This design comes from an exercise in tuning for small area on the open sky130 flow, not from production work. Function was checked by simulation only, so behaviour that the tests miss may differ from the original. No driver is modelled on the clock port, so clocking that relies on it looks cheaper here than on a real chip.

==> design/flow/flow/cts_trial.tcl <==
# Trial clock tree on the placed design: prints the clock cells' area and the largest
# slew at a register clock pin. Reads CTS_TRY_ARGS, CTS_TRY_ODB, CTS_TRY_SDC from the environment.
set P $::env(FLOW_HOME)/platforms/$::env(FLOW_PLATFORM)
read_lef $P/lef/sky130_fd_sc_hd.tlef
read_lef $P/lef/sky130_fd_sc_hd_merged.lef
read_liberty $P/lib/sky130_fd_sc_hd__tt_025C_1v80.lib
read_db $::env(CTS_TRY_ODB)
read_sdc $::env(CTS_TRY_SDC)
source $P/setRC.tcl
clock_tree_synthesis {*}$::env(CTS_TRY_ARGS)
set_propagated_clock [all_clocks]
estimate_parasitics -placement
set a 0
foreach inst [get_cells *] {
  set m [get_property $inst ref_name]
  if {[string match "*clkbuf*" $m] || [string match "*clkinv*" $m]} {
    set a [expr {$a + [get_property [get_lib_cells */$m] area]}]
  }
}
set mx 0
foreach pin [get_pins -hierarchical */CLK] {
  set s [get_property $pin slew_max]
  if {$s > $mx} { set mx $s }
}
puts "CTS_TRIAL area $a slew $mx"
==> design/flow/constraint.sdc <==
create_clock -name core_clock -period 10.0 [get_ports {HCLK}]
set_input_delay 2.0000 -clock core_clock [delete_from_list [all_inputs] [get_ports {HCLK}]]
set_output_delay 2.0000 -clock core_clock [all_outputs]
set_load 0.01 [all_outputs]
==> design/flow/design.v <==
module ksum(
    input  logic [11:0] a,
    input  logic [7:0] w0,
    input  logic [1:0] d0,
    input  logic [7:0] w1,
    input  logic [1:0] d1,
    input  logic [7:0] w2,
    input  logic [1:0] d2,
    input  logic [7:0] w3,
    input  logic [1:0] d3,
    input  logic [7:0] w4,
    input  logic [1:0] d4,
    input  logic [7:0] w5,
    input  logic [1:0] d5,
    input  logic [7:0] w6,
    input  logic [1:0] d6,
    input  logic [7:0] w7,
    input  logic [1:0] d7,
    input  logic [7:0] w8,
    input  logic [1:0] d8,
    output logic [13:0] s);
    wire pp1;
    assign pp1 = w1[0] & d1[0];
    wire pp2;
    assign pp2 = w1[0] & d1[1];
    wire pp3;
    assign pp3 = w1[1] & d1[0];
    wire pp4;
    assign pp4 = w1[1] & d1[1];
    wire pp5;
    assign pp5 = w1[2] & d1[0];
    wire pp6;
    assign pp6 = w1[2] & d1[1];
    wire pp7;
    assign pp7 = w1[3] & d1[0];
    wire pp8;
    assign pp8 = w1[3] & d1[1];
    wire pp9;
    assign pp9 = w1[4] & d1[0];
    wire pp10;
    assign pp10 = w1[4] & d1[1];
    wire pp11;
    assign pp11 = w1[5] & d1[0];
    wire pp12;
    assign pp12 = w1[5] & d1[1];
    wire pp13;
    assign pp13 = w1[6] & d1[0];
    wire pp14;
    assign pp14 = w1[6] & d1[1];
    wire pp15;
    assign pp15 = w1[7] & d1[0];
    wire pp16;
    assign pp16 = w1[7] & d1[1];
    wire pp17;
    assign pp17 = w2[0] & d2[0];
    wire pp18;
    assign pp18 = w2[0] & d2[1];
    wire pp19;
    assign pp19 = w2[1] & d2[0];
    wire pp20;
    assign pp20 = w2[1] & d2[1];
    wire pp21;
    assign pp21 = w2[2] & d2[0];
    wire pp22;
    assign pp22 = w2[2] & d2[1];
    wire pp23;
    assign pp23 = w2[3] & d2[0];
    wire pp24;
    assign pp24 = w2[3] & d2[1];
    wire pp25;
    assign pp25 = w2[4] & d2[0];
    wire pp26;
    assign pp26 = w2[4] & d2[1];
    wire pp27;
    assign pp27 = w2[5] & d2[0];
    wire pp28;
    assign pp28 = w2[5] & d2[1];
    wire pp29;
    assign pp29 = w2[6] & d2[0];
    wire pp30;
    assign pp30 = w2[6] & d2[1];
    wire pp31;
    assign pp31 = w2[7] & d2[0];
    wire pp32;
    assign pp32 = w2[7] & d2[1];
    wire pp33;
    assign pp33 = w4[0] & d4[0];
    wire pp34;
    assign pp34 = w4[0] & d4[1];
    wire pp35;
    assign pp35 = w4[1] & d4[0];
    wire pp36;
    assign pp36 = w4[1] & d4[1];
    wire pp37;
    assign pp37 = w4[2] & d4[0];
    wire pp38;
    assign pp38 = w4[2] & d4[1];
    wire pp39;
    assign pp39 = w4[3] & d4[0];
    wire pp40;
    assign pp40 = w4[3] & d4[1];
    wire pp41;
    assign pp41 = w4[4] & d4[0];
    wire pp42;
    assign pp42 = w4[4] & d4[1];
    wire pp43;
    assign pp43 = w4[5] & d4[0];
    wire pp44;
    assign pp44 = w4[5] & d4[1];
    wire pp45;
    assign pp45 = w4[6] & d4[0];
    wire pp46;
    assign pp46 = w4[6] & d4[1];
    wire pp47;
    assign pp47 = w4[7] & d4[0];
    wire pp48;
    assign pp48 = w4[7] & d4[1];
    wire pp49;
    assign pp49 = w5[0] & d5[0];
    wire pp50;
    assign pp50 = w5[0] & d5[1];
    wire pp51;
    assign pp51 = w5[1] & d5[0];
    wire pp52;
    assign pp52 = w5[1] & d5[1];
    wire pp53;
    assign pp53 = w5[2] & d5[0];
    wire pp54;
    assign pp54 = w5[2] & d5[1];
    wire pp55;
    assign pp55 = w5[3] & d5[0];
    wire pp56;
    assign pp56 = w5[3] & d5[1];
    wire pp57;
    assign pp57 = w5[4] & d5[0];
    wire pp58;
    assign pp58 = w5[4] & d5[1];
    wire pp59;
    assign pp59 = w5[5] & d5[0];
    wire pp60;
    assign pp60 = w5[5] & d5[1];
    wire pp61;
    assign pp61 = w5[6] & d5[0];
    wire pp62;
    assign pp62 = w5[6] & d5[1];
    wire pp63;
    assign pp63 = w5[7] & d5[0];
    wire pp64;
    assign pp64 = w5[7] & d5[1];
    wire pp65;
    assign pp65 = w7[0] & d7[0];
    wire pp66;
    assign pp66 = w7[0] & d7[1];
    wire pp67;
    assign pp67 = w7[1] & d7[0];
    wire pp68;
    assign pp68 = w7[1] & d7[1];
    wire pp69;
    assign pp69 = w7[2] & d7[0];
    wire pp70;
    assign pp70 = w7[2] & d7[1];
    wire pp71;
    assign pp71 = w7[3] & d7[0];
    wire pp72;
    assign pp72 = w7[3] & d7[1];
    wire pp73;
    assign pp73 = w7[4] & d7[0];
    wire pp74;
    assign pp74 = w7[4] & d7[1];
    wire pp75;
    assign pp75 = w7[5] & d7[0];
    wire pp76;
    assign pp76 = w7[5] & d7[1];
    wire pp77;
    assign pp77 = w7[6] & d7[0];
    wire pp78;
    assign pp78 = w7[6] & d7[1];
    wire pp79;
    assign pp79 = w7[7] & d7[0];
    wire pp80;
    assign pp80 = w7[7] & d7[1];
    wire pp81;
    assign pp81 = w8[0] & d8[0];
    wire pp82;
    assign pp82 = w8[0] & d8[1];
    wire pp83;
    assign pp83 = w8[1] & d8[0];
    wire pp84;
    assign pp84 = w8[1] & d8[1];
    wire pp85;
    assign pp85 = w8[2] & d8[0];
    wire pp86;
    assign pp86 = w8[2] & d8[1];
    wire pp87;
    assign pp87 = w8[3] & d8[0];
    wire pp88;
    assign pp88 = w8[3] & d8[1];
    wire pp89;
    assign pp89 = w8[4] & d8[0];
    wire pp90;
    assign pp90 = w8[4] & d8[1];
    wire pp91;
    assign pp91 = w8[5] & d8[0];
    wire pp92;
    assign pp92 = w8[5] & d8[1];
    wire pp93;
    assign pp93 = w8[6] & d8[0];
    wire pp94;
    assign pp94 = w8[6] & d8[1];
    wire pp95;
    assign pp95 = w8[7] & d8[0];
    wire pp96;
    assign pp96 = w8[7] & d8[1];
    wire pp97;
    assign pp97 = w0[0] & d0[0];
    wire pp98;
    assign pp98 = w0[0] & d0[1];
    wire pp99;
    assign pp99 = w0[1] & d0[0];
    wire pp100;
    assign pp100 = w0[1] & d0[1];
    wire pp101;
    assign pp101 = w0[2] & d0[0];
    wire pp102;
    assign pp102 = w0[2] & d0[1];
    wire pp103;
    assign pp103 = w0[3] & d0[0];
    wire pp104;
    assign pp104 = w0[3] & d0[1];
    wire pp105;
    assign pp105 = w0[4] & d0[0];
    wire pp106;
    assign pp106 = w0[4] & d0[1];
    wire pp107;
    assign pp107 = w0[5] & d0[0];
    wire pp108;
    assign pp108 = w0[5] & d0[1];
    wire pp109;
    assign pp109 = w0[6] & d0[0];
    wire pp110;
    assign pp110 = w0[6] & d0[1];
    wire pp111;
    assign pp111 = w0[7] & d0[0];
    wire pp112;
    assign pp112 = w0[7] & d0[1];
    wire pp113;
    assign pp113 = w3[0] & d3[0];
    wire pp114;
    assign pp114 = w3[0] & d3[1];
    wire pp115;
    assign pp115 = w3[1] & d3[0];
    wire pp116;
    assign pp116 = w3[1] & d3[1];
    wire pp117;
    assign pp117 = w3[2] & d3[0];
    wire pp118;
    assign pp118 = w3[2] & d3[1];
    wire pp119;
    assign pp119 = w3[3] & d3[0];
    wire pp120;
    assign pp120 = w3[3] & d3[1];
    wire pp121;
    assign pp121 = w3[4] & d3[0];
    wire pp122;
    assign pp122 = w3[4] & d3[1];
    wire pp123;
    assign pp123 = w3[5] & d3[0];
    wire pp124;
    assign pp124 = w3[5] & d3[1];
    wire pp125;
    assign pp125 = w3[6] & d3[0];
    wire pp126;
    assign pp126 = w3[6] & d3[1];
    wire pp127;
    assign pp127 = w3[7] & d3[0];
    wire pp128;
    assign pp128 = w3[7] & d3[1];
    wire pp129;
    assign pp129 = w6[0] & d6[0];
    wire pp130;
    assign pp130 = w6[0] & d6[1];
    wire pp131;
    assign pp131 = w6[1] & d6[0];
    wire pp132;
    assign pp132 = w6[1] & d6[1];
    wire pp133;
    assign pp133 = w6[2] & d6[0];
    wire pp134;
    assign pp134 = w6[2] & d6[1];
    wire pp135;
    assign pp135 = w6[3] & d6[0];
    wire pp136;
    assign pp136 = w6[3] & d6[1];
    wire pp137;
    assign pp137 = w6[4] & d6[0];
    wire pp138;
    assign pp138 = w6[4] & d6[1];
    wire pp139;
    assign pp139 = w6[5] & d6[0];
    wire pp140;
    assign pp140 = w6[5] & d6[1];
    wire pp141;
    assign pp141 = w6[6] & d6[0];
    wire pp142;
    assign pp142 = w6[6] & d6[1];
    wire pp143;
    assign pp143 = w6[7] & d6[0];
    wire pp144;
    assign pp144 = w6[7] & d6[1];
    wire s145;
    wire c146;
    assign s145 = a[1] ^ pp2 ^ pp3;
    assign c146 = (a[1] & pp2) | (pp3 & (a[1] ^ pp2));
    wire s147;
    wire c148;
    assign s147 = pp18 ^ pp19 ^ pp34;
    assign c148 = (pp18 & pp19) | (pp34 & (pp18 ^ pp19));
    wire s149;
    wire c150;
    assign s149 = pp35 ^ pp50 ^ pp51;
    assign c150 = (pp35 & pp50) | (pp51 & (pp35 ^ pp50));
    wire s151;
    wire c152;
    assign s151 = a[2] ^ pp4 ^ pp5;
    assign c152 = (a[2] & pp4) | (pp5 & (a[2] ^ pp4));
    wire s153;
    wire c154;
    assign s153 = pp20 ^ pp21 ^ pp36;
    assign c154 = (pp20 & pp21) | (pp36 & (pp20 ^ pp21));
    wire s155;
    wire c156;
    assign s155 = pp37 ^ pp52 ^ pp53;
    assign c156 = (pp37 & pp52) | (pp53 & (pp37 ^ pp52));
    wire s157;
    wire c158;
    assign s157 = pp68 ^ pp69 ^ pp84;
    assign c158 = (pp68 & pp69) | (pp84 & (pp68 ^ pp69));
    wire s159;
    wire c160;
    assign s159 = pp85 ^ pp100;
    assign c160 = pp85 & pp100;
    wire s161;
    wire c162;
    assign s161 = a[3] ^ pp6 ^ pp7;
    assign c162 = (a[3] & pp6) | (pp7 & (a[3] ^ pp6));
    wire s163;
    wire c164;
    assign s163 = pp22 ^ pp23 ^ pp38;
    assign c164 = (pp22 & pp23) | (pp38 & (pp22 ^ pp23));
    wire s165;
    wire c166;
    assign s165 = pp39 ^ pp54 ^ pp55;
    assign c166 = (pp39 & pp54) | (pp55 & (pp39 ^ pp54));
    wire s167;
    wire c168;
    assign s167 = pp70 ^ pp71 ^ pp86;
    assign c168 = (pp70 & pp71) | (pp86 & (pp70 ^ pp71));
    wire s169;
    wire c170;
    assign s169 = pp87 ^ pp102 ^ pp103;
    assign c170 = (pp87 & pp102) | (pp103 & (pp87 ^ pp102));
    wire s171;
    wire c172;
    assign s171 = pp118 ^ pp119;
    assign c172 = pp118 & pp119;
    wire s173;
    wire c174;
    assign s173 = a[4] ^ pp8 ^ pp9;
    assign c174 = (a[4] & pp8) | (pp9 & (a[4] ^ pp8));
    wire s175;
    wire c176;
    assign s175 = pp24 ^ pp25 ^ pp40;
    assign c176 = (pp24 & pp25) | (pp40 & (pp24 ^ pp25));
    wire s177;
    wire c178;
    assign s177 = pp41 ^ pp56 ^ pp57;
    assign c178 = (pp41 & pp56) | (pp57 & (pp41 ^ pp56));
    wire s179;
    wire c180;
    assign s179 = pp72 ^ pp73 ^ pp88;
    assign c180 = (pp72 & pp73) | (pp88 & (pp72 ^ pp73));
    wire s181;
    wire c182;
    assign s181 = pp89 ^ pp104 ^ pp105;
    assign c182 = (pp89 & pp104) | (pp105 & (pp89 ^ pp104));
    wire s183;
    wire c184;
    assign s183 = pp120 ^ pp121 ^ pp136;
    assign c184 = (pp120 & pp121) | (pp136 & (pp120 ^ pp121));
    wire s185;
    wire c186;
    assign s185 = a[5] ^ pp10 ^ pp11;
    assign c186 = (a[5] & pp10) | (pp11 & (a[5] ^ pp10));
    wire s187;
    wire c188;
    assign s187 = pp26 ^ pp27 ^ pp42;
    assign c188 = (pp26 & pp27) | (pp42 & (pp26 ^ pp27));
    wire s189;
    wire c190;
    assign s189 = pp43 ^ pp58 ^ pp59;
    assign c190 = (pp43 & pp58) | (pp59 & (pp43 ^ pp58));
    wire s191;
    wire c192;
    assign s191 = pp74 ^ pp75 ^ pp90;
    assign c192 = (pp74 & pp75) | (pp90 & (pp74 ^ pp75));
    wire s193;
    wire c194;
    assign s193 = pp91 ^ pp106 ^ pp107;
    assign c194 = (pp91 & pp106) | (pp107 & (pp91 ^ pp106));
    wire s195;
    wire c196;
    assign s195 = pp122 ^ pp123 ^ pp138;
    assign c196 = (pp122 & pp123) | (pp138 & (pp122 ^ pp123));
    wire s197;
    wire c198;
    assign s197 = a[6] ^ pp12 ^ pp13;
    assign c198 = (a[6] & pp12) | (pp13 & (a[6] ^ pp12));
    wire s199;
    wire c200;
    assign s199 = pp28 ^ pp29 ^ pp44;
    assign c200 = (pp28 & pp29) | (pp44 & (pp28 ^ pp29));
    wire s201;
    wire c202;
    assign s201 = pp45 ^ pp60 ^ pp61;
    assign c202 = (pp45 & pp60) | (pp61 & (pp45 ^ pp60));
    wire s203;
    wire c204;
    assign s203 = pp76 ^ pp77 ^ pp92;
    assign c204 = (pp76 & pp77) | (pp92 & (pp76 ^ pp77));
    wire s205;
    wire c206;
    assign s205 = pp93 ^ pp108 ^ pp109;
    assign c206 = (pp93 & pp108) | (pp109 & (pp93 ^ pp108));
    wire s207;
    wire c208;
    assign s207 = pp124 ^ pp125 ^ pp140;
    assign c208 = (pp124 & pp125) | (pp140 & (pp124 ^ pp125));
    wire s209;
    wire c210;
    assign s209 = a[7] ^ pp14 ^ pp15;
    assign c210 = (a[7] & pp14) | (pp15 & (a[7] ^ pp14));
    wire s211;
    wire c212;
    assign s211 = pp30 ^ pp31 ^ pp46;
    assign c212 = (pp30 & pp31) | (pp46 & (pp30 ^ pp31));
    wire s213;
    wire c214;
    assign s213 = pp47 ^ pp62 ^ pp63;
    assign c214 = (pp47 & pp62) | (pp63 & (pp47 ^ pp62));
    wire s215;
    wire c216;
    assign s215 = pp78 ^ pp79 ^ pp94;
    assign c216 = (pp78 & pp79) | (pp94 & (pp78 ^ pp79));
    wire s217;
    wire c218;
    assign s217 = pp95 ^ pp110 ^ pp111;
    assign c218 = (pp95 & pp110) | (pp111 & (pp95 ^ pp110));
    wire s219;
    wire c220;
    assign s219 = pp126 ^ pp127 ^ pp142;
    assign c220 = (pp126 & pp127) | (pp142 & (pp126 ^ pp127));
    wire s221;
    wire c222;
    assign s221 = a[8] ^ pp16 ^ pp32;
    assign c222 = (a[8] & pp16) | (pp32 & (a[8] ^ pp16));
    wire s223;
    wire c224;
    assign s223 = pp48 ^ pp64;
    assign c224 = pp48 & pp64;
    wire s225;
    wire c226;
    assign s225 = a[0] ^ pp1;
    assign c226 = a[0] & pp1;
    wire s227;
    wire c228;
    assign s227 = pp66 ^ pp67 ^ pp82;
    assign c228 = (pp66 & pp67) | (pp82 & (pp66 ^ pp67));
    wire s229;
    wire c230;
    assign s229 = pp83 ^ pp98 ^ pp99;
    assign c230 = (pp83 & pp98) | (pp99 & (pp83 ^ pp98));
    wire s231;
    wire c232;
    assign s231 = pp114 ^ pp115;
    assign c232 = pp114 & pp115;
    wire s233;
    wire c234;
    assign s233 = pp101 ^ pp116 ^ pp117;
    assign c234 = (pp101 & pp116) | (pp117 & (pp101 ^ pp116));
    wire s235;
    wire c236;
    assign s235 = pp132 ^ pp133 ^ s151;
    assign c236 = (pp132 & pp133) | (s151 & (pp132 ^ pp133));
    wire s237;
    wire c238;
    assign s237 = s153 ^ s155 ^ s157;
    assign c238 = (s153 & s155) | (s157 & (s153 ^ s155));
    wire s239;
    wire c240;
    assign s239 = s159 ^ c146;
    assign c240 = s159 & c146;
    wire s241;
    wire c242;
    assign s241 = pp134 ^ pp135 ^ s161;
    assign c242 = (pp134 & pp135) | (s161 & (pp134 ^ pp135));
    wire s243;
    wire c244;
    assign s243 = s163 ^ s165 ^ s167;
    assign c244 = (s163 & s165) | (s167 & (s163 ^ s165));
    wire s245;
    wire c246;
    assign s245 = s169 ^ s171 ^ c152;
    assign c246 = (s169 & s171) | (c152 & (s169 ^ s171));
    wire s247;
    wire c248;
    assign s247 = c154 ^ c156 ^ c158;
    assign c248 = (c154 & c156) | (c158 & (c154 ^ c156));
    wire s249;
    wire c250;
    assign s249 = pp137 ^ s173 ^ s175;
    assign c250 = (pp137 & s173) | (s175 & (pp137 ^ s173));
    wire s251;
    wire c252;
    assign s251 = s177 ^ s179 ^ s181;
    assign c252 = (s177 & s179) | (s181 & (s177 ^ s179));
    wire s253;
    wire c254;
    assign s253 = s183 ^ c162 ^ c164;
    assign c254 = (s183 & c162) | (c164 & (s183 ^ c162));
    wire s255;
    wire c256;
    assign s255 = c166 ^ c168 ^ c170;
    assign c256 = (c166 & c168) | (c170 & (c166 ^ c168));
    wire s257;
    wire c258;
    assign s257 = pp139 ^ s185 ^ s187;
    assign c258 = (pp139 & s185) | (s187 & (pp139 ^ s185));
    wire s259;
    wire c260;
    assign s259 = s189 ^ s191 ^ s193;
    assign c260 = (s189 & s191) | (s193 & (s189 ^ s191));
    wire s261;
    wire c262;
    assign s261 = s195 ^ c174 ^ c176;
    assign c262 = (s195 & c174) | (c176 & (s195 ^ c174));
    wire s263;
    wire c264;
    assign s263 = c178 ^ c180 ^ c182;
    assign c264 = (c178 & c180) | (c182 & (c178 ^ c180));
    wire s265;
    wire c266;
    assign s265 = pp141 ^ s197 ^ s199;
    assign c266 = (pp141 & s197) | (s199 & (pp141 ^ s197));
    wire s267;
    wire c268;
    assign s267 = s201 ^ s203 ^ s205;
    assign c268 = (s201 & s203) | (s205 & (s201 ^ s203));
    wire s269;
    wire c270;
    assign s269 = s207 ^ c186 ^ c188;
    assign c270 = (s207 & c186) | (c188 & (s207 ^ c186));
    wire s271;
    wire c272;
    assign s271 = c190 ^ c192 ^ c194;
    assign c272 = (c190 & c192) | (c194 & (c190 ^ c192));
    wire s273;
    wire c274;
    assign s273 = pp143 ^ s209 ^ s211;
    assign c274 = (pp143 & s209) | (s211 & (pp143 ^ s209));
    wire s275;
    wire c276;
    assign s275 = s213 ^ s215 ^ s217;
    assign c276 = (s213 & s215) | (s217 & (s213 ^ s215));
    wire s277;
    wire c278;
    assign s277 = s219 ^ c198 ^ c200;
    assign c278 = (s219 & c198) | (c200 & (s219 ^ c198));
    wire s279;
    wire c280;
    assign s279 = c202 ^ c204 ^ c206;
    assign c280 = (c202 & c204) | (c206 & (c202 ^ c204));
    wire s281;
    wire c282;
    assign s281 = pp80 ^ pp96 ^ pp112;
    assign c282 = (pp80 & pp96) | (pp112 & (pp80 ^ pp96));
    wire s283;
    wire c284;
    assign s283 = pp128 ^ pp144 ^ s221;
    assign c284 = (pp128 & pp144) | (s221 & (pp128 ^ pp144));
    wire s285;
    wire c286;
    assign s285 = s223 ^ c210 ^ c212;
    assign c286 = (s223 & c210) | (c212 & (s223 ^ c210));
    wire s287;
    wire c288;
    assign s287 = c214 ^ c216 ^ c218;
    assign c288 = (c214 & c216) | (c218 & (c214 ^ c216));
    wire s289;
    wire c290;
    assign s289 = pp17 ^ pp33 ^ pp49;
    assign c290 = (pp17 & pp33) | (pp49 & (pp17 ^ pp33));
    wire s291;
    wire c292;
    assign s291 = pp65 ^ pp81;
    assign c292 = pp65 & pp81;
    wire s293;
    wire c294;
    assign s293 = pp130 ^ pp131 ^ s145;
    assign c294 = (pp130 & pp131) | (s145 & (pp130 ^ pp131));
    wire s295;
    wire c296;
    assign s295 = s147 ^ s149 ^ s227;
    assign c296 = (s147 & s149) | (s227 & (s147 ^ s149));
    wire s297;
    wire c298;
    assign s297 = s229 ^ s231;
    assign c298 = s229 & s231;
    wire s299;
    wire c300;
    assign s299 = c148 ^ c150 ^ s233;
    assign c300 = (c148 & c150) | (s233 & (c148 ^ c150));
    wire s301;
    wire c302;
    assign s301 = s235 ^ s237 ^ s239;
    assign c302 = (s235 & s237) | (s239 & (s235 ^ s237));
    wire s303;
    wire c304;
    assign s303 = c228 ^ c230 ^ c232;
    assign c304 = (c228 & c230) | (c232 & (c228 ^ c230));
    wire s305;
    wire c306;
    assign s305 = c160 ^ s241 ^ s243;
    assign c306 = (c160 & s241) | (s243 & (c160 ^ s241));
    wire s307;
    wire c308;
    assign s307 = s245 ^ s247 ^ c234;
    assign c308 = (s245 & s247) | (c234 & (s245 ^ s247));
    wire s309;
    wire c310;
    assign s309 = c236 ^ c238 ^ c240;
    assign c310 = (c236 & c238) | (c240 & (c236 ^ c238));
    wire s311;
    wire c312;
    assign s311 = c172 ^ s249 ^ s251;
    assign c312 = (c172 & s249) | (s251 & (c172 ^ s249));
    wire s313;
    wire c314;
    assign s313 = s253 ^ s255 ^ c242;
    assign c314 = (s253 & s255) | (c242 & (s253 ^ s255));
    wire s315;
    wire c316;
    assign s315 = c244 ^ c246 ^ c248;
    assign c316 = (c244 & c246) | (c248 & (c244 ^ c246));
    wire s317;
    wire c318;
    assign s317 = c184 ^ s257 ^ s259;
    assign c318 = (c184 & s257) | (s259 & (c184 ^ s257));
    wire s319;
    wire c320;
    assign s319 = s261 ^ s263 ^ c250;
    assign c320 = (s261 & s263) | (c250 & (s261 ^ s263));
    wire s321;
    wire c322;
    assign s321 = c252 ^ c254 ^ c256;
    assign c322 = (c252 & c254) | (c256 & (c252 ^ c254));
    wire s323;
    wire c324;
    assign s323 = c196 ^ s265 ^ s267;
    assign c324 = (c196 & s265) | (s267 & (c196 ^ s265));
    wire s325;
    wire c326;
    assign s325 = s269 ^ s271 ^ c258;
    assign c326 = (s269 & s271) | (c258 & (s269 ^ s271));
    wire s327;
    wire c328;
    assign s327 = c260 ^ c262 ^ c264;
    assign c328 = (c260 & c262) | (c264 & (c260 ^ c262));
    wire s329;
    wire c330;
    assign s329 = c208 ^ s273 ^ s275;
    assign c330 = (c208 & s273) | (s275 & (c208 ^ s273));
    wire s331;
    wire c332;
    assign s331 = s277 ^ s279 ^ c266;
    assign c332 = (s277 & s279) | (c266 & (s277 ^ s279));
    wire s333;
    wire c334;
    assign s333 = c268 ^ c270 ^ c272;
    assign c334 = (c268 & c270) | (c272 & (c268 ^ c270));
    wire s335;
    wire c336;
    assign s335 = c220 ^ s281 ^ s283;
    assign c336 = (c220 & s281) | (s283 & (c220 ^ s281));
    wire s337;
    wire c338;
    assign s337 = s285 ^ s287 ^ c274;
    assign c338 = (s285 & s287) | (c274 & (s285 ^ s287));
    wire s339;
    wire c340;
    assign s339 = c276 ^ c278 ^ c280;
    assign c340 = (c276 & c278) | (c280 & (c276 ^ c278));
    wire s341;
    wire c342;
    assign s341 = a[9] ^ c222 ^ c224;
    assign c342 = (a[9] & c222) | (c224 & (a[9] ^ c222));
    wire s343;
    wire c344;
    assign s343 = c282 ^ c284 ^ c286;
    assign c344 = (c282 & c284) | (c286 & (c282 ^ c284));
    wire s345;
    wire c346;
    assign s345 = pp97 ^ pp113 ^ pp129;
    assign c346 = (pp97 & pp113) | (pp129 & (pp97 ^ pp113));
    wire s347;
    wire c348;
    assign s347 = c226 ^ s293 ^ s295;
    assign c348 = (c226 & s293) | (s295 & (c226 ^ s293));
    wire s349;
    wire c350;
    assign s349 = s297 ^ c290;
    assign c350 = s297 & c290;
    wire s351;
    wire c352;
    assign s351 = s299 ^ s301 ^ s303;
    assign c352 = (s299 & s301) | (s303 & (s299 ^ s301));
    wire s353;
    wire c354;
    assign s353 = c294 ^ c296 ^ c298;
    assign c354 = (c294 & c296) | (c298 & (c294 ^ c296));
    wire s355;
    wire c356;
    assign s355 = s305 ^ s307 ^ s309;
    assign c356 = (s305 & s307) | (s309 & (s305 ^ s307));
    wire s357;
    wire c358;
    assign s357 = c300 ^ c302 ^ c304;
    assign c358 = (c300 & c302) | (c304 & (c300 ^ c302));
    wire s359;
    wire c360;
    assign s359 = s311 ^ s313 ^ s315;
    assign c360 = (s311 & s313) | (s315 & (s311 ^ s313));
    wire s361;
    wire c362;
    assign s361 = c306 ^ c308 ^ c310;
    assign c362 = (c306 & c308) | (c310 & (c306 ^ c308));
    wire s363;
    wire c364;
    assign s363 = s317 ^ s319 ^ s321;
    assign c364 = (s317 & s319) | (s321 & (s317 ^ s319));
    wire s365;
    wire c366;
    assign s365 = c312 ^ c314 ^ c316;
    assign c366 = (c312 & c314) | (c316 & (c312 ^ c314));
    wire s367;
    wire c368;
    assign s367 = s323 ^ s325 ^ s327;
    assign c368 = (s323 & s325) | (s327 & (s323 ^ s325));
    wire s369;
    wire c370;
    assign s369 = c318 ^ c320 ^ c322;
    assign c370 = (c318 & c320) | (c322 & (c318 ^ c320));
    wire s371;
    wire c372;
    assign s371 = s329 ^ s331 ^ s333;
    assign c372 = (s329 & s331) | (s333 & (s329 ^ s331));
    wire s373;
    wire c374;
    assign s373 = c324 ^ c326 ^ c328;
    assign c374 = (c324 & c326) | (c328 & (c324 ^ c326));
    wire s375;
    wire c376;
    assign s375 = s335 ^ s337 ^ s339;
    assign c376 = (s335 & s337) | (s339 & (s335 ^ s337));
    wire s377;
    wire c378;
    assign s377 = c330 ^ c332 ^ c334;
    assign c378 = (c330 & c332) | (c334 & (c330 ^ c332));
    wire s379;
    wire c380;
    assign s379 = c288 ^ s341 ^ s343;
    assign c380 = (c288 & s341) | (s343 & (c288 ^ s341));
    wire s381;
    wire c382;
    assign s381 = c336 ^ c338 ^ c340;
    assign c382 = (c336 & c338) | (c340 & (c336 ^ c338));
    wire s383;
    wire c384;
    assign s383 = a[10] ^ c342;
    assign c384 = a[10] & c342;
    wire s385;
    wire c386;
    assign s385 = s225 ^ s289;
    assign c386 = s225 & s289;
    wire s387;
    wire c388;
    assign s387 = c292 ^ s347 ^ s349;
    assign c388 = (c292 & s347) | (s349 & (c292 ^ s347));
    wire s389;
    wire c390;
    assign s389 = s351 ^ s353 ^ c348;
    assign c390 = (s351 & s353) | (c348 & (s351 ^ s353));
    wire s391;
    wire c392;
    assign s391 = s355 ^ s357 ^ c352;
    assign c392 = (s355 & s357) | (c352 & (s355 ^ s357));
    wire s393;
    wire c394;
    assign s393 = s359 ^ s361 ^ c356;
    assign c394 = (s359 & s361) | (c356 & (s359 ^ s361));
    wire s395;
    wire c396;
    assign s395 = s363 ^ s365 ^ c360;
    assign c396 = (s363 & s365) | (c360 & (s363 ^ s365));
    wire s397;
    wire c398;
    assign s397 = s367 ^ s369 ^ c364;
    assign c398 = (s367 & s369) | (c364 & (s367 ^ s369));
    wire s399;
    wire c400;
    assign s399 = s371 ^ s373 ^ c368;
    assign c400 = (s371 & s373) | (c368 & (s371 ^ s373));
    wire s401;
    wire c402;
    assign s401 = s375 ^ s377 ^ c372;
    assign c402 = (s375 & s377) | (c372 & (s375 ^ s377));
    wire s403;
    wire c404;
    assign s403 = s379 ^ s381 ^ c376;
    assign c404 = (s379 & s381) | (c376 & (s379 ^ s381));
    wire s405;
    wire c406;
    assign s405 = c344 ^ s383 ^ c380;
    assign c406 = (c344 & s383) | (c380 & (c344 ^ s383));
    wire s407;
    wire c408;
    assign s407 = s291 ^ s345;
    assign c408 = s291 & s345;
    wire s409;
    wire c410;
    assign s409 = c346 ^ s387 ^ c386;
    assign c410 = (c346 & s387) | (c386 & (c346 ^ s387));
    wire s411;
    wire c412;
    assign s411 = c350 ^ s389 ^ c388;
    assign c412 = (c350 & s389) | (c388 & (c350 ^ s389));
    wire s413;
    wire c414;
    assign s413 = c354 ^ s391 ^ c390;
    assign c414 = (c354 & s391) | (c390 & (c354 ^ s391));
    wire s415;
    wire c416;
    assign s415 = c358 ^ s393 ^ c392;
    assign c416 = (c358 & s393) | (c392 & (c358 ^ s393));
    wire s417;
    wire c418;
    assign s417 = c362 ^ s395 ^ c394;
    assign c418 = (c362 & s395) | (c394 & (c362 ^ s395));
    wire s419;
    wire c420;
    assign s419 = c366 ^ s397 ^ c396;
    assign c420 = (c366 & s397) | (c396 & (c366 ^ s397));
    wire s421;
    wire c422;
    assign s421 = c370 ^ s399 ^ c398;
    assign c422 = (c370 & s399) | (c398 & (c370 ^ s399));
    wire s423;
    wire c424;
    assign s423 = c374 ^ s401 ^ c400;
    assign c424 = (c374 & s401) | (c400 & (c374 ^ s401));
    wire s425;
    wire c426;
    assign s425 = c378 ^ s403 ^ c402;
    assign c426 = (c378 & s403) | (c402 & (c378 ^ s403));
    wire s427;
    wire c428;
    assign s427 = c382 ^ s405 ^ c404;
    assign c428 = (c382 & s405) | (c404 & (c382 ^ s405));
    wire s429;
    wire c430;
    assign s429 = a[11] ^ c384 ^ c406;
    assign c430 = (a[11] & c384) | (c406 & (a[11] ^ c384));
    wire s431;
    wire c432;
    assign s431 = s385 ^ s407;
    assign c432 = s385 & s407;
    wire s433;
    wire c434;
    assign s433 = s409 ^ c408 ^ c432;
    assign c434 = (s409 & c408) | (c432 & (s409 ^ c408));
    wire s435;
    wire c436;
    assign s435 = s411 ^ c410 ^ c434;
    assign c436 = (s411 & c410) | (c434 & (s411 ^ c410));
    wire s437;
    wire c438;
    assign s437 = s413 ^ c412 ^ c436;
    assign c438 = (s413 & c412) | (c436 & (s413 ^ c412));
    wire s439;
    wire c440;
    assign s439 = s415 ^ c414 ^ c438;
    assign c440 = (s415 & c414) | (c438 & (s415 ^ c414));
    wire s441;
    wire c442;
    assign s441 = s417 ^ c416 ^ c440;
    assign c442 = (s417 & c416) | (c440 & (s417 ^ c416));
    wire s443;
    wire c444;
    assign s443 = s419 ^ c418 ^ c442;
    assign c444 = (s419 & c418) | (c442 & (s419 ^ c418));
    wire s445;
    wire c446;
    assign s445 = s421 ^ c420 ^ c444;
    assign c446 = (s421 & c420) | (c444 & (s421 ^ c420));
    wire s447;
    wire c448;
    assign s447 = s423 ^ c422 ^ c446;
    assign c448 = (s423 & c422) | (c446 & (s423 ^ c422));
    wire s449;
    wire c450;
    assign s449 = s425 ^ c424 ^ c448;
    assign c450 = (s425 & c424) | (c448 & (s425 ^ c424));
    wire s451;
    wire c452;
    assign s451 = s427 ^ c426 ^ c450;
    assign c452 = (s427 & c426) | (c450 & (s427 ^ c426));
    wire s453;
    wire c454;
    assign s453 = s429 ^ c428 ^ c452;
    assign c454 = (s429 & c428) | (c452 & (s429 ^ c428));
    wire s455;
    wire c456;
    assign s455 = c430 ^ c454;
    assign c456 = c430 & c454;
    assign s = {c456, s455, s453, s451, s449, s447, s445, s443, s441, s439, s437, s435, s433, s431};
endmodule
module apb_convolver(
    input  logic                      HCLK,
    input  logic                      HRESETn,
    input  logic               [11:0] PADDR,
    input  logic               [31:0] PWDATA,
    input  logic                      PWRITE,
    input  logic                      PSEL,
    input  logic                      PENABLE,
    output logic               [31:0] PRDATA,
    output logic                      PREADY,
    output logic                      PSLVERR,
    output logic               [3:0]  irq_o,
    output logic                      mem_wen_n,
    output logic               [10:0] mem_addr,
    output logic               [31:0] mem_wdata,
    input  logic               [31:0] mem_rdata
    );
    logic [2:0] rel_addr;
    assign rel_addr = PADDR[4:2];
    assign PREADY  = 1'b1;
    assign PSLVERR = 1'b0;
    assign irq_o   = 4'b0;
    logic wensel, shift, setup_in, display, clc, addr_increment;
    assign wensel         = PWRITE & PENABLE & PSEL;
    assign shift          = wensel & (rel_addr == 3'd3);
    assign setup_in       = PSEL & ~PENABLE & PWRITE & (rel_addr == 3'd3);
    assign display        = wensel & (rel_addr == 3'd4) &  PWDATA[0];
    assign clc            = wensel & (rel_addr == 3'd4) & ~PWDATA[0];
    assign addr_increment = ~PWRITE & PENABLE & PSEL & rel_addr[2];
    logic [31:0] qw1, qw2, qw3, q_inp, h1, h2, q_out;
    logic        q_0, q_1, q_2, q_3, q_4, pa;
    always_ff @(posedge HCLK, negedge HRESETn)
        if (~HRESETn) begin
            qw1 <= '0; qw2 <= '0; qw3 <= '0;
            q_inp <= '0; q_out <= '0;
            q_0 <= 1'b0; q_1 <= 1'b0; q_2 <= 1'b0; q_3 <= 1'b0; q_4 <= 1'b0; pa <= 1'b0;
        end else begin
            if (wensel && rel_addr == 3'd0) qw1 <= PWDATA;
            if (wensel && rel_addr == 3'd1) qw2 <= PWDATA;
            if (wensel && rel_addr == 3'd2) qw3 <= PWDATA;
            if (shift) q_inp <= PWDATA;
            if (q_4) q_out <= mem_rdata;
            q_0 <= shift;
            q_1 <= q_0;
            q_2 <= q_1 && (counter >= 5'd3) && (counter <= 5'd28);
            q_3 <= rel_addr[2];
            q_4 <= q_3;
            pa  <= setup_in;
        end
    always_comb begin
        case (rel_addr)
            3'd0: PRDATA = qw1;
            3'd1: PRDATA = qw2;
            3'd2: PRDATA = qw3;
            3'd3: PRDATA = q_inp;
            3'd5: PRDATA = q_out;
            default: PRDATA = 32'b0;
        endcase
    end
    always_ff @(posedge HCLK)
        if (shift) begin
            h1 <= q_inp;
            h2 <= h1;
        end
    localparam logic [1:0] RESET = 2'd0, CALC = 2'd1, DISPLAY = 2'd2;
    logic [1:0]  state, next_state;
    logic [10:0] address, next_address;
    logic [4:0]  counter, next_counter;
    logic        WRITEn;
    always_ff @(posedge HCLK, negedge HRESETn)
        if (~HRESETn) begin
            state   <= RESET;
            address <= '0;
            counter <= '0;
        end else begin
            state   <= next_state;
            address <= next_address;
            counter <= next_counter;
        end
    always_comb begin
        WRITEn       = 1'b1;
        next_address = address;
        next_counter = counter;
        next_state   = state;
        case (state)
            RESET: begin
                WRITEn = 1'b0;
                next_address = address + 1'b1;
                if (address == 11'd338) begin
                    next_state   = CALC;
                    next_address = '0;
                end
            end
            CALC: begin
                WRITEn = ~q_2;
                if (q_2)
                    next_address = address + 1'b1;
                else if (shift)
                    next_counter = (counter == 5'd28) ? 5'd1 : counter + 1'b1;
                else if (display) begin
                    next_address = '0;
                    next_state   = DISPLAY;
                    next_counter = '0;
                end
            end
            DISPLAY: begin
                if (addr_increment)
                    next_address = address + 1'b1;
                else if (clc) begin
                    next_address = '0;
                    next_state   = CALC;
                end
            end
            default: ;
        endcase
    end
    assign mem_wen_n = WRITEn;
    assign mem_addr  = address;
    logic ph0;
    assign ph0 = ~(pa | q_0 | q_1);
    logic [1:0] dC [4], dB [4], dA [4];    
    always_comb
        for (int k = 0; k < 4; k++) begin
            dC[k] = ({2{ph0}} & PWDATA[8*k+0 +: 2]) | ({2{pa}} & PWDATA[8*k+2 +: 2])
                  | ({2{q_0}} & q_inp[8*k+4 +: 2])  | ({2{q_1}} & q_inp[8*k+6 +: 2]);
            dB[k] = ({2{ph0}} & q_inp[8*k+0 +: 2])  | ({2{pa}} & q_inp[8*k+2 +: 2])
                  | ({2{q_0}} & h1[8*k+4 +: 2])     | ({2{q_1}} & h1[8*k+6 +: 2]);
            dA[k] = ({2{ph0}} & h1[8*k+0 +: 2])     | ({2{pa}} & h1[8*k+2 +: 2])
                  | ({2{q_0}} & h2[8*k+4 +: 2])     | ({2{q_1}} & h2[8*k+6 +: 2]);
        end
    logic [13:0] acc_up, acc_lo, nx_up, nx_lo;
    logic [1:0]  sv_up, sv_lo;
    logic [11:0] fb_up, fb_lo;
    assign fb_up = ph0 ? 12'd0 : acc_up[13:2];
    assign fb_lo = ph0 ? 12'd0 : acc_lo[13:2];
    ksum k_up (.a(fb_up), .s(nx_up),
        .w0(qw1[7:0]), .d0(dC[3]), .w1(qw1[15:8]), .d1(dB[3]), .w2(qw1[23:16]), .d2(dA[3]),
        .w3(qw2[7:0]), .d3(dC[2]), .w4(qw2[15:8]), .d4(dB[2]), .w5(qw2[23:16]), .d5(dA[2]),
        .w6(qw3[7:0]), .d6(dC[1]), .w7(qw3[15:8]), .d7(dB[1]), .w8(qw3[23:16]), .d8(dA[1]));
    ksum k_lo (.a(fb_lo), .s(nx_lo),
        .w0(qw1[7:0]), .d0(dC[2]), .w1(qw1[15:8]), .d1(dB[2]), .w2(qw1[23:16]), .d2(dA[2]),
        .w3(qw2[7:0]), .d3(dC[1]), .w4(qw2[15:8]), .d4(dB[1]), .w5(qw2[23:16]), .d5(dA[1]),
        .w6(qw3[7:0]), .d6(dC[0]), .w7(qw3[15:8]), .d7(dB[0]), .w8(qw3[23:16]), .d8(dA[0]));
    always_ff @(posedge HCLK, negedge HRESETn)
        if (~HRESETn) begin
            acc_up <= '0; acc_lo <= '0; sv_up <= '0; sv_lo <= '0;
        end else begin
            acc_up <= nx_up;
            acc_lo <= nx_lo;
            sv_up  <= acc_up[1:0];
            sv_lo  <= acc_lo[1:0];
        end
    assign mem_wdata = {acc_up, sv_up, acc_lo, sv_lo};
endmodule
==> design/flow/flow/polarity.py <==
#!/usr/bin/env python3
"""Inverter-polarity optimisation of a flat sky130hd gate netlist written by Yosys.

Two kinds of cell may change the polarity of what they drive:
  - a full adder (fa) is self-dual, FA(~a,~b,~c) = (~sum, ~cout), so it may be
    "flipped": fed the complements of its inputs it drives the complements of
    its outputs;
  - a simple gate may be swapped for its complementary cell (nand2 <-> and2,
    xnor2 <-> xor2, a21oi <-> a21o, mux2i <-> mux2, ...), which has the same
    inputs and drives the complement of the output.
All of the netlist's inverters (except any that drive an output port) are
removed, a polarity is chosen for every such cell by simulated annealing to
minimise (inverter area + swapped-cell area change), and one inverter is put
back for every signal whose complement is still needed. The function of every
output and register input is unchanged; registers are untouched.

usage: polarity2.py IN.v OUT.v [LIBERTY]
"""
import re, sys, random, math
from collections import defaultdict

P = "sky130_fd_sc_hd__"
INV = P + "inv_1"
LIB = sys.argv[3] if len(sys.argv) > 3 else \
    "/OpenROAD-flow-scripts/flow/platforms/sky130hd/lib/sky130_fd_sc_hd__tt_025C_1v80.lib"
PAIRS = [("nand2_1", "Y", "and2_1", "X"), ("nand2_1", "Y", "and2_0", "X"),
         ("nor2_1", "Y", "or2_1", "X"), ("nor2_1", "Y", "or2_0", "X"),
         ("nand3_1", "Y", "and3_1", "X"), ("nor3_1", "Y", "or3_1", "X"),
         ("nand4_1", "Y", "and4_1", "X"), ("nor4_1", "Y", "or4_1", "X"),
         ("xnor2_1", "Y", "xor2_1", "X"),
         ("a21oi_1", "Y", "a21o_1", "X"), ("o21ai_0", "Y", "o21a_1", "X"),
         ("o21ai_1", "Y", "o21a_1", "X"),
         ("a22oi_1", "Y", "a22o_1", "X"), ("o22ai_1", "Y", "o22a_1", "X"),
         ("a211oi_1", "Y", "a211o_1", "X"), ("o211ai_1", "Y", "o211a_1", "X"),
         ("a31oi_1", "Y", "a31o_1", "X"), ("o31ai_1", "Y", "o31a_1", "X"),
         ("a2bb2oi_1", "Y", "a2bb2o_1", "X"), ("o2bb2ai_1", "Y", "o2bb2a_1", "X"),
         ("a21boi_0", "Y", "a21bo_1", "X"), ("o21bai_1", "Y", "o21ba_1", "X"),
         ("mux2i_1", "Y", "mux2_1", "X")]
SWAP = {}
for a, pa, b, pb in PAIRS:
    SWAP.setdefault(P + a, (P + b, pa, pb))
    SWAP.setdefault(P + b, (P + a, pb, pa))
AREA = {}
_n = None
for l in open(LIB):
    mm = re.match(r'\s*cell\s*\(\s*"?(\w+)"?\s*\)', l)
    if mm:
        _n = mm.group(1)
    mm = re.match(r'\s*area\s*:\s*([\d.]+)', l)
    if mm and _n:
        AREA[_n] = float(mm.group(1)); _n = None
INV_AREA = AREA[INV]

src = open(sys.argv[1]).read()
m = re.search(r"^module\s+(\w+)\s*\((.*?)\);", src, re.S | re.M)
head_end = m.end()
endm = src.rindex("endmodule")
body = src[head_end:endm]
inst_re = re.compile(r"^\s*(sky130_fd_sc_hd__\w+)\s+(\S+)\s*\((.*?)\);\s*$", re.S | re.M)
pin_re = re.compile(r"\.(\w+)\(\s*(.*?)\s*\)\s*(?:,|$)", re.S)
cells = []
for im in inst_re.finditer(body):
    cells.append([im.group(1), im.group(2), [(p, n.strip()) for p, n in pin_re.findall(im.group(3))]])
first_inst = inst_re.search(body).start()
decls = body[:first_inst]
assert inst_re.sub("", body[first_inst:]).strip() == ""
port_dir = {}
for d, rng, names in re.findall(r"^\s*(input|output|inout)\s+(\[[^\]]*\])?\s*([^;]+);", decls, re.M):
    for n in names.split(","):
        port_dir[n.strip()] = d
def port_kind(net):
    return port_dir.get(net.split("[")[0].strip())

OUTPINS = {"X", "Y", "Q", "Q_N", "SUM", "COUT", "HI", "LO", "GCLK"}
def is_const(n):
    return n == "" or n.startswith("1'b") or n.startswith("'")

inv_of = {}
n_inv = 0
for c in cells:
    if c[0].startswith(P + "inv_") or c[0].startswith(P + "clkinv_"):
        n_inv += 1
        pins = dict(c[2])
        if port_kind(pins["Y"]) != "output":
            inv_of[pins["Y"]] = pins["A"]
def root(net):
    par = 0
    while net in inv_of:
        net = inv_of[net]; par ^= 1
    return net, par
def removed(c):
    return (c[0].startswith(P + "inv_") or c[0].startswith(P + "clkinv_")) and dict(c[2])["Y"] in inv_of

# nodes: fa cells (flip inputs and outputs) and swappable gates (flip output)
is_fa = {}
node_out = {}      # cell idx -> list of output nets
drv_node = {}      # net -> cell idx whose polarity sets it
swap_gain = {}     # cell idx -> area change when flipped
for i, c in enumerate(cells):
    typ = c[0]
    if typ.startswith(P + "fa_"):
        outs = [n for p, n in c[2] if p in ("SUM", "COUT")]
        if any(port_kind(n) == "output" for n in outs):
            continue
        is_fa[i] = True
        node_out[i] = outs
        swap_gain[i] = 0.0
    elif typ in SWAP:
        outs = [n for p, n in c[2] if p in OUTPINS]
        if len(outs) != 1 or port_kind(outs[0]) == "output":
            continue
        is_fa[i] = False
        node_out[i] = outs
        swap_gain[i] = AREA[SWAP[typ][0]] - AREA[typ]
    else:
        continue
    for n in node_out[i]:
        drv_node[n] = i
nodes = list(node_out)

uses = defaultdict(list)    # root -> [(cell idx, parity)]
in_roots = defaultdict(set)
for i, c in enumerate(cells):
    if removed(c):
        continue
    for p, n in c[2]:
        if p in OUTPINS or is_const(n):
            continue
        r, par = root(n)
        uses[r].append((i, par))
        if is_fa.get(i):
            in_roots[i].add(r)
flip = defaultdict(int)
def need(r):
    ph = flip[drv_node[r]] if r in drv_node else 0
    for i, par in uses[r]:
        if par ^ (flip[i] if is_fa.get(i) else 0) ^ ph:
            return 1
    return 0
touch = {i: set(node_out[i]) | in_roots[i] for i in nodes}
def local(i):
    return sum(need(r) for r in touch[i]) * INV_AREA + (swap_gain[i] if flip[i] else 0.0)
cost = sum(need(r) for r in uses) * INV_AREA
start = cost
random.seed(1)
best = cost; best_flip = dict(flip)
T = 2.0
steps = 200 * len(nodes)
for s in range(steps):
    T = 2.0 * (1 - s / steps) + 0.01
    i = random.choice(nodes)
    c0 = local(i)
    flip[i] ^= 1
    d = local(i) - c0
    if d <= 0 or random.random() < math.exp(-d / T):
        cost += d
        if cost < best - 1e-9:
            best = cost; best_flip = dict(flip)
    else:
        flip[i] ^= 1
flip = defaultdict(int, best_flip)
improved = True
while improved:
    improved = False
    for i in nodes:
        c0 = local(i); flip[i] ^= 1
        if local(i) < c0 - 1e-9:
            improved = True
        else:
            flip[i] ^= 1
ninv = sum(need(r) for r in uses)
dswap = sum(swap_gain[i] for i in nodes if flip[i])
sys.stderr.write(f"polarity: {n_inv} inverters in, {ninv} out; {sum(1 for i in nodes if flip[i] and is_fa[i])} fa flipped, "
                 f"{sum(1 for i in nodes if flip[i] and not is_fa[i])} gates swapped (area {dswap:+.1f}); "
                 f"net area change {(ninv - n_inv) * INV_AREA + dswap:+.1f} um2\n")

newdecl, inv_net = [], {}
def comp_net(r):
    if r not in inv_net:
        nn = f"_pol{len(inv_net) + 1}_"
        inv_net[r] = nn
        newdecl.append(f"  wire {nn};\n")
    return inv_net[r]
out_cells = []
for i, c in enumerate(cells):
    if removed(c):
        continue
    typ, name, pl = c
    if flip[i] and not is_fa.get(i, True):
        newtyp, oldpin, newpin = SWAP[typ]
        typ = newtyp
        pl = [(newpin if p == oldpin else p, n) for p, n in pl]
    npl = []
    for p, n in pl:
        if p in OUTPINS or is_const(n):
            npl.append((p, n)); continue
        r, par = root(n)
        ph = flip[drv_node[r]] if r in drv_node else 0
        q = par ^ (flip[i] if is_fa.get(i) else 0) ^ ph
        npl.append((p, comp_net(r) if q else r))
    out_cells.append((typ, name, npl))
for k, (r, nn) in enumerate(inv_net.items()):
    ph = flip[drv_node[r]] if r in drv_node else 0
    out_cells.append((INV, f"_polinv{k + 1}_", [("A", r), ("Y", nn)]))
def esc(n):
    return n + " " if n.startswith("\\") else n
def fmt(c):
    typ, name, pl = c
    return f"  {typ} {esc(name)} (\n" + ",\n".join(f"    .{p}({esc(n)})" for p, n in pl) + "\n  );\n"
open(sys.argv[2], "w").write(src[:head_end] + decls + "".join(newdecl) + "".join(fmt(c) for c in out_cells) + src[endm:])
==> design/flow/flow/run.sh <==
#!/bin/bash
# Own layout flow, built on the standard ORFS flow (standard.sh):
#  1. the standard synthesis, unchanged (standard.sh synth);
#  2. flow/polarity.py rewrites the synthesised netlist's inverters: full adders are
#     self-dual and many gates have a complementary cell, so it picks their polarities to
#     need fewer inverters (registers and the logic function are unchanged);
#  3. the standard floorplan and placement, with port buffers of sky130_fd_sc_hd__buf_1
#     (instead of clkdlybuf4s50_1);
#  5. the rest of the standard flow.
# Each tool's full output goes to a log file of its own in the work folder (flow_*.log);
# ORFS's per-step logs are under orfs/logs/.
set -euo pipefail
RES=orfs/results/${FLOW_PLATFORM}/apb_convolver/base
LIB=${FLOW_HOME}/platforms/${FLOW_PLATFORM}/lib/sky130_fd_sc_hd__tt_025C_1v80.lib
BP="BUFFER_PORTS_ARGS=-buffer_cell sky130_fd_sc_hd__buf_1"

# synthesis: the standard synthesis script, with only its ABC mapping script replaced
# by flow/abc.script (area-oriented mapping); registers are mapped before ABC runs, so they
# are the standard synthesis's registers.
sed "s#log_cmd abc {\*}\$abc_args#lset abc_args [expr {[lsearch \$abc_args -script] + 1}] $PWD/flow/abc.script\n  log_cmd abc {*}\$abc_args#" \
  ${FLOW_HOME}/scripts/synth.tcl > synth_own.tcl
sed "s#source \$::env(SCRIPTS_DIR)/synth.tcl#source $PWD/synth_own.tcl#" synth_recipe.tcl > synth_recipe_own.tcl
bash standard.sh "SYNTH_SCRIPT=$PWD/synth_recipe_own.tcl" synth > flow_synth.log 2>&1
cp ${RES}/1_2_yosys.v ${RES}/1_2_yosys.standard.v
python3 flow/polarity.py ${RES}/1_2_yosys.standard.v ${RES}/1_2_yosys.pol.v ${LIB} > flow_polarity.log 2>&1
cp ${RES}/1_2_yosys.pol.v ${RES}/1_2_yosys.v
rm -f ${RES}/1_synth.odb ${RES}/1_synth.sdc

bash standard.sh "$BP" place > flow_place.log 2>&1

BASE="-sink_clustering_enable -repair_clock_nets -dont_use_dummy_load"
TRIALS=(
  "-buf_list sky130_fd_sc_hd__clkbuf_4 -sink_clustering_size 8 -sink_clustering_max_diameter 80"
  "-buf_list sky130_fd_sc_hd__clkbuf_4 -sink_clustering_size 10 -sink_clustering_max_diameter 60"
  "-buf_list sky130_fd_sc_hd__clkbuf_4 -sink_clustering_size 8 -sink_clustering_max_diameter 60"
  "-buf_list sky130_fd_sc_hd__clkbuf_8 -sink_clustering_size 14 -sink_clustering_max_diameter 60"
  "-buf_list sky130_fd_sc_hd__clkbuf_4 -sink_clustering_size 10 -sink_clustering_max_diameter 35"
  "-buf_list sky130_fd_sc_hd__clkbuf_8 -sink_clustering_size 10 -sink_clustering_max_diameter 60"
)
best_args="$BASE -buf_list sky130_fd_sc_hd__clkbuf_4"
best_area=1e9
: > flow_cts_trials.log
for i in "${!TRIALS[@]}"; do
  args="$BASE ${TRIALS[$i]}"
  line=$(CTS_TRY_ARGS="$args" CTS_TRY_ODB=${RES}/3_place.odb CTS_TRY_SDC=${RES}/3_place.sdc \
         openroad -no_init -exit flow/cts_trial.tcl 2>&1 | tee -a flow_cts_trials.log | grep CTS_TRIAL || true)
  echo "trial $i: $args -> $line" >> flow_cts_trials.log
  area=$(echo "$line" | awk '{print $3}'); slew=$(echo "$line" | awk '{print $5}')
  if [[ -n "$area" && -n "$slew" ]] && awk -v s="$slew" -v a="$area" -v b="$best_area" 'BEGIN{exit !(s < 0.112 && a < b)}'; then
    best_area=$area; best_args="$args"
  fi
done
echo "chosen: $best_args (clock cells $best_area um2)" >> flow_cts_trials.log

bash standard.sh "$BP" "CTS_ARGS=$best_args" finish > flow_layout.log 2>&1
==> design/flow/standard.sh <==
#!/bin/bash
# synth_recipe.tcl (not shown) runs the flow's synth.tcl, then flattens the netlist and writes it again
# the make line also repeats each setting of config.mk as NAME=value (left out here)
make -C /OpenROAD-flow-scripts/flow DESIGN_CONFIG=/design/flow/config.mk WORK_HOME=/design/flow/orfs CLKGATE_MAP_FILE= SYNTH_SCRIPT=/design/flow/synth_recipe.tcl "${@:-finish}"
==> design/flow/config.mk <==
export PLATFORM = sky130hd
export DESIGN_NAME = apb_convolver
export DESIGN_NICKNAME = apb_convolver
export VERILOG_FILES = /design/flow/design.v
export SDC_FILE = /design/flow/constraint.sdc
export NUM_CORES = 4
export LEC_CHECK = 0
export ABC_AREA = 1
export CAP_MARGIN = 20
export CORE_MARGIN = 2
export CORE_UTILIZATION = 60
export GPL_TIMING_DRIVEN = 0
export SLEW_MARGIN = 20
==> design/flow/flow/abc.script <==
strash
ifraig
dch -f
amap -m -F 4 -A 8
topo
==> run summary, run 1 <==
status timing/DRC/antenna clean; Fmax 102 MHz; initial drt markers roughly 1600; die area a little over 0.03 mm2; Rows 62; Crit Path Max Fanout 8; vias per cell ~6.3; die height 176 um; Max-slew headroom about a third; Setup crit start PWDATA[27]; synth warn 7; Critical Path Sink Type flip-flop; Storage cell area about 0.0069 mm2; pin count of the biggest net entering global routing 64; Core Region 0.0289 mm2; commonest non-fill, non-tap cells in the layout nor2_1, fa_1, dfrtp_1; first-pass GRT wire length 80300 um; placed cells roughly 2000; WP data arrival approximately 10 ns; count of pins over their slew limit 0; initial antenna violation count 4; post-route ant nets 0; drt pass-1 iters 10; Total GRT Usage 35.0%; RSZ-0062 raised after global routing no; non-filler cells, final between 2000 and 2500; IO Pins between 150 and 200; Synth Instances approximately 1500; Crit path required time 10.54 ns; gr ovfl total 0; final setup fails 0; Syn Area/Cell 12.0 um2; Place WS -0.575 ns; vias after detailed routing approximately 13000; CTS tree yes; final hold vios 0; Layout Area Growth over Synthesis 12.0%; Total Wirelength about 50000 um; final worst path period share a little under 100%; min-delay src q_3; Max Cap Viol 0; area of the multi-input gates ~0.010 mm2; commonest non-fill, non-tap cell in the layout nor2_1; Port-buffer cells between 100 and 150; CTS Buf Count 39; Final #Nets roughly 2100; clock sinks between 200 and 300; DRC viols 0; Final Wtd Congestion about 0.88; min Tclk post-route slightly below 10 ns; Final HPWL DP between 30000 and 40000 um; Hold Path Class reg2reg; Worst Setup Slack, final ~0.21 ns; clk slew on worst S/H paths ~0.10 ns; worst skew pair latency about 0.7 ns; Cell Area, Synth 0.0177 mm2; Slew @ Worst Pin roughly 1 ns; filler instances 2257; layout cells sized above 1 7.49%; vias in the first global route 13900; Setup crit start kind input port; Final Skew 0.0759 ns; Routed WL per cell 24.4 um; final core occ between 60% and 70%; Starting Density a little over 60%; worst r2r src q_1; Die X between 150 and 200 um; Setup CP Type in2reg
[worst max-delay path, stage by stage]
cell,delay (ns)
buf_1,0.15
a222oi_1,0.27
a21boi_2,0.67
nor2_1,0.14
fa_1,0.53
fa_1,0.52
fa_1,0.57
fa_1,0.46
fa_1,0.61
fa_1,0.45
fa_1,0.49
fa_1,0.41
fa_1,0.40
fa_1,0.40
fa_1,0.40
fa_1,0.40
fa_1,0.41
fa_1,0.40
fa_1,0.37
ha_1,0.28
[state kept, by name, summed over array words and instances, names as in the netlist, 2 cells and up]
| register | count |
|---|---|
| q_out | 32 |
| acc_lo | 14 |
| h1 | 32 |
| sv_lo | 2 |
| qw1 | 32 |
| state | 2 |
| counter | 5 |
| sv_up | 2 |
| q_inp | 32 |
| address | 11 |
| qw3 | 32 |
| h2 | 16 |
| qw2 | 32 |
| acc_up | 14 |
[path summary, 6_finish.rpt]
| check | depth (start not counted) | endpoint | slack [ns] |
|---|---|---|---|
| hold reg to reg | 0 | q_4 | 0.37 |
| setup / recovery | 20 | acc_up[12] | 0.21 |
| max in group asynchronous | 3 | q_out[28] | 7.77 |
| min in group asynchronous | 1 | qw3[16] | 1.36 |
| setup reg to reg | 21 | acc_lo[12] | 0.37 |
| hold / removal | 0 | q_4 | 0.37 |
[per-layer routing]
| metal | vias up | part of all wire [%] | global-route usage (%) |
|---|---|---|---|
| met3 | 159 | 11 | 7.81 |
| met2 | 775 | 46 | 54.1 |
| met5 | - | 0.076 | 0 |
| met4 | 6 | 4.7 | 14.6 |
| met1 | 6769 | 37 | 48.9 |
| li1 | 5586 | - | - |
[timing repair]
action / CTS / global route
resized for setup: 3 / 4
endpoints found under the hold margin: 0 / 0
endpoints found under the setup margin: 2 / 3
pin swaps: 0 / 2
setup buffers: 0 / 1
hold buffers: 0 / 0
[cell type report]
cell class | instances | share of cell area, %
Multi-Input combinational cell | 1085 | 52.9
Sequential cell | 264 | 34.6
Timing Repair Buffer | 192 | 6.03
Tap cell | 384 | 2.43
Inverter | 123 | 2.35
Clock buffer | 39 | 1.48
Buffer | 6 | 0.228
Antenna cell | 1 | 0.0126
[metrics by stage]
step | TNS (ns) | cell area (um2) | hold WS (ns)
after detailed placement | -2.66 | 19500 | 0.345
final | 0 | 19800 | 0.370
after global routing | 0 | 19800 | 0.374
after CTS | 0 | 19800 | 0.368
after global placement | -1109.75 | 18700 | 0.333
after floorplan | 0 | 17700 | 0.331
==> run 2, diff against run 1 <==
==> design/flow/flow/abc.script (replaced) <==
strash
dch -f
amap
topo
--- a/design/flow/config.mk
+++ b/design/flow/config.mk
@@ -8,6 +8,6 @@
 export ABC_AREA = 1
 export CAP_MARGIN = 20
 export CORE_MARGIN = 2
-export CORE_UTILIZATION = 60
+export CORE_UTILIZATION = 40
 export GPL_TIMING_DRIVEN = 0
 export SLEW_MARGIN = 20
==> run summary, run 2 <==
pin count of the biggest net entering global routing 66 (+3.1%); filler instances 4208 (+86%); M2 GR Usage 37.5% (-17 points); status timing/DRC/antenna clean; synth warn 7 (unchanged); CTS Buf Count 39 (unchanged); Total Wirelength 56000 um (+9.6%); Max Cap Viol 0 (unchanged); WHS 0.365 ns (-0.00534 ns); area of the multi-input gates 0.0106 mm2 (+1.2%); count of pins over their slew limit 0 (unchanged); vias after detailed routing 13800 (+3.6%); cell family with most CP delay adder cells; CP Cell Sequence nor3_4 -> buf_8 -> inv_6 -> o22ai_1 -> a221oi_4 -> buf_8 -> nor2_1 -> fa_1 -> fa_1 -> fa_1 -> fa_1 -> fa_1 -> fa_1 -> fa_1 -> fa_1 -> fa_1 -> fa_1 -> fa_1 -> fa_1 -> fa_1 -> fa_1 -> fa_1 -> fa_1 -> ha_1; Final #Nets 2265 (+7.2%); clk slew on worst S/H paths 0.10 ns (about the same); RSZ-0062 raised after global routing no; Worst path max stage delay 0.67 ns (about the same); Total GRT Usage 24.7% (-10 points); vias in the first global route 14300 (+2.4%); CP max-delay cell dfrtp_4; DRC viols 0 (unchanged); Storage cell area 0.00686 mm2 (about the same); Final HPWL DP 43200 um (+11%); Most Frequent Cell on Critical Path fa_1; post-route ant nets 0 (unchanged); Port-buffer cells 147 (unchanged); commonest non-fill, non-tap cell in the layout nor2_1; placed cells 2398 (+17%); commonest non-fill, non-tap cells in the layout nor2_1, fa_1, dfrtp_1; Critical Path Sink Type flip-flop; WP data arrival 10.40 ns (+0.06 ns); cells on worst reg2reg path 24 (+14%); non-filler cells, final 2457 (+17%); die area 0.0463 mm2 (+50%); Hold Path Class reg2reg; met1 Track Usage GR 34.8% (-14 points); Cell Area, Synth 0.0178 mm2 (+0.91%); min Tclk post-route 9.80 ns (+0.00372 ns); clock sinks 264 (unchanged); Slew @ Worst Pin 1.04 ns (+0.0243 ns); Crit path required time 10.61 ns (+0.07 ns); Die X 215 um (+23%); Layout Area Growth over Synthesis 15.0%; Final Wtd Congestion 0.902 (+2.3%); gr ovfl total 0 (unchanged); initial drt markers 1272 (-22%); Synth Instances 1613 (+9.4%); Syn Area/Cell 11.1 um2 (-7.8%); layout cells sized above 1 7.68% (+0.19 points); final setup fails 0 (unchanged); Setup crit start kind flip-flop; Fmax 102 MHz (about the same); vias per cell 5.60 (-12%); M3 GR Usage 5.96% (-1.9 points); final worst path period share 98.0% (about the same); first-pass GRT wire length 86300 um (+7.4%); final core occ 46.5% (-22 points); die height 215 um (+23%); worst skew pair latency 0.76 ns (+0.06 ns); initial antenna violation count 6 (+2); Buf/Inv on CP 3 (+2); setup TNS 0 ns (unchanged); Final Skew 0.0529 ns (-0.0230 ns); Rows 77 (+24%); IO Pins 163 (unchanged); Post-CTS Hold Buffers 0 (unchanged); Max-slew headroom 30.7% (-1.4 points); Core Region 0.0441 mm2 (+53%); Worst Hold Path Cells 0 (unchanged); CTS tree yes; most crowded layer after global routing met2; final hold vios 0 (unchanged); Crit. path cell count 24 (+20%); Routed WL per cell 22.8 um (-6.6%); Setup CP Type reg2reg; Starting Density 40.4% (-21 points); drt pass-1 iters 6 (-4); Crit Path Max Fanout 24 (+16)
run 2: worst register-to-register path: stages, from the launching register on:
cell,delay (ns)
dfrtp_4,0.67
nor3_4,0.10
buf_8,0.17
inv_6,0.26
o22ai_1,0.18
a221oi_4,0.46
buf_8,0.26
nor2_1,0.09
fa_1,0.57
fa_1,0.44
fa_1,0.51
fa_1,0.51
fa_1,0.58
fa_1,0.45
fa_1,0.46
fa_1,0.43
fa_1,0.41
fa_1,0.43
fa_1,0.41
fa_1,0.43
fa_1,0.43
fa_1,0.41
fa_1,0.39
fa_1,0.38
ha_1,0.28
run 2: final timing paths:
check,slack [ns],from,endpoint
min reg2reg,0.36,q_3,q_4
min,0.36,q_3,q_4
max reg2reg,0.20,q_0,acc_up[12]
max,0.20,q_0,acc_up[12]
min in group asynchronous,1.18,HRESETn,acc_up[8]
max in group asynchronous,7.47,HRESETn,sv_up[0]
run 2: timing repair:
action	CTS	global route
setup endpoints to repair	8	4
pin swaps	1	0
buffers inserted	3	13
gates resized for setup	8	1
run 2: cell type report:
class	instances	area share [%]
Tap cell	592	3.61
Clock buffer	39	1.43
Sequential cell	264	33.5
Inverter	171	3.17
Timing Repair Buffer	206	6.43
Antenna cell	3	0.0366
Multi-Input combinational cell	1176	51.7
Buffer	6	0.220
run 2: layer usage:
layer / vias to the layer above / wire (um) / part of all wire (%)
li1: 5855 / - / -
met1: 7015 / 23300 / 42
met2: 758 / 25100 / 45
met3: 134 / 5450 / 9.7
met4: 8 / 2110 / 3.8
met5: - / 48 / 0.086
run 2: metrics by stage:
stage | area, um2 | worst slack [ns]
after floorplan | 17900 | 0.0331
after global placement | 19200 | -4.41
after detailed placement | 20000 | -0.814
after CTS | 20400 | 0.0896
after global routing | 20500 | 0.00988
final | 20500 | 0.204

==> re-timing with driven ports <==
The results above use ideal ports. As a check the final layouts listed here were re-extracted and re-timed, cells and wires unchanged. Step 1 sets driving cells, clkbuf_16 on the clock port and buf_2 on the other inputs (assumed; they add their load-dependent delay and slew). Step 2, shift: input delay + t, output delay - t, t = (earliest + latest rising clock arrival at the registers) / 2. This alone moves slack from input paths to output paths. Slacks: ideal / step 1 / step 2; pairs: ideal / step 1.
run	t (ns)	setup slack, ns	worst data-port slew with drivers (ns)
run 1	0.716	0.208 / 0.236 / -0.480	0.08
run 2	0.784	0.204 / 0.204 / -0.421	0.10
Met with ideal ports but missed after step 2: setup timing in run 1 and run 2. For run 1, which loses most, drivers alone change the setup slack by +0.028 ns; drivers and shift together by -0.688 ns.
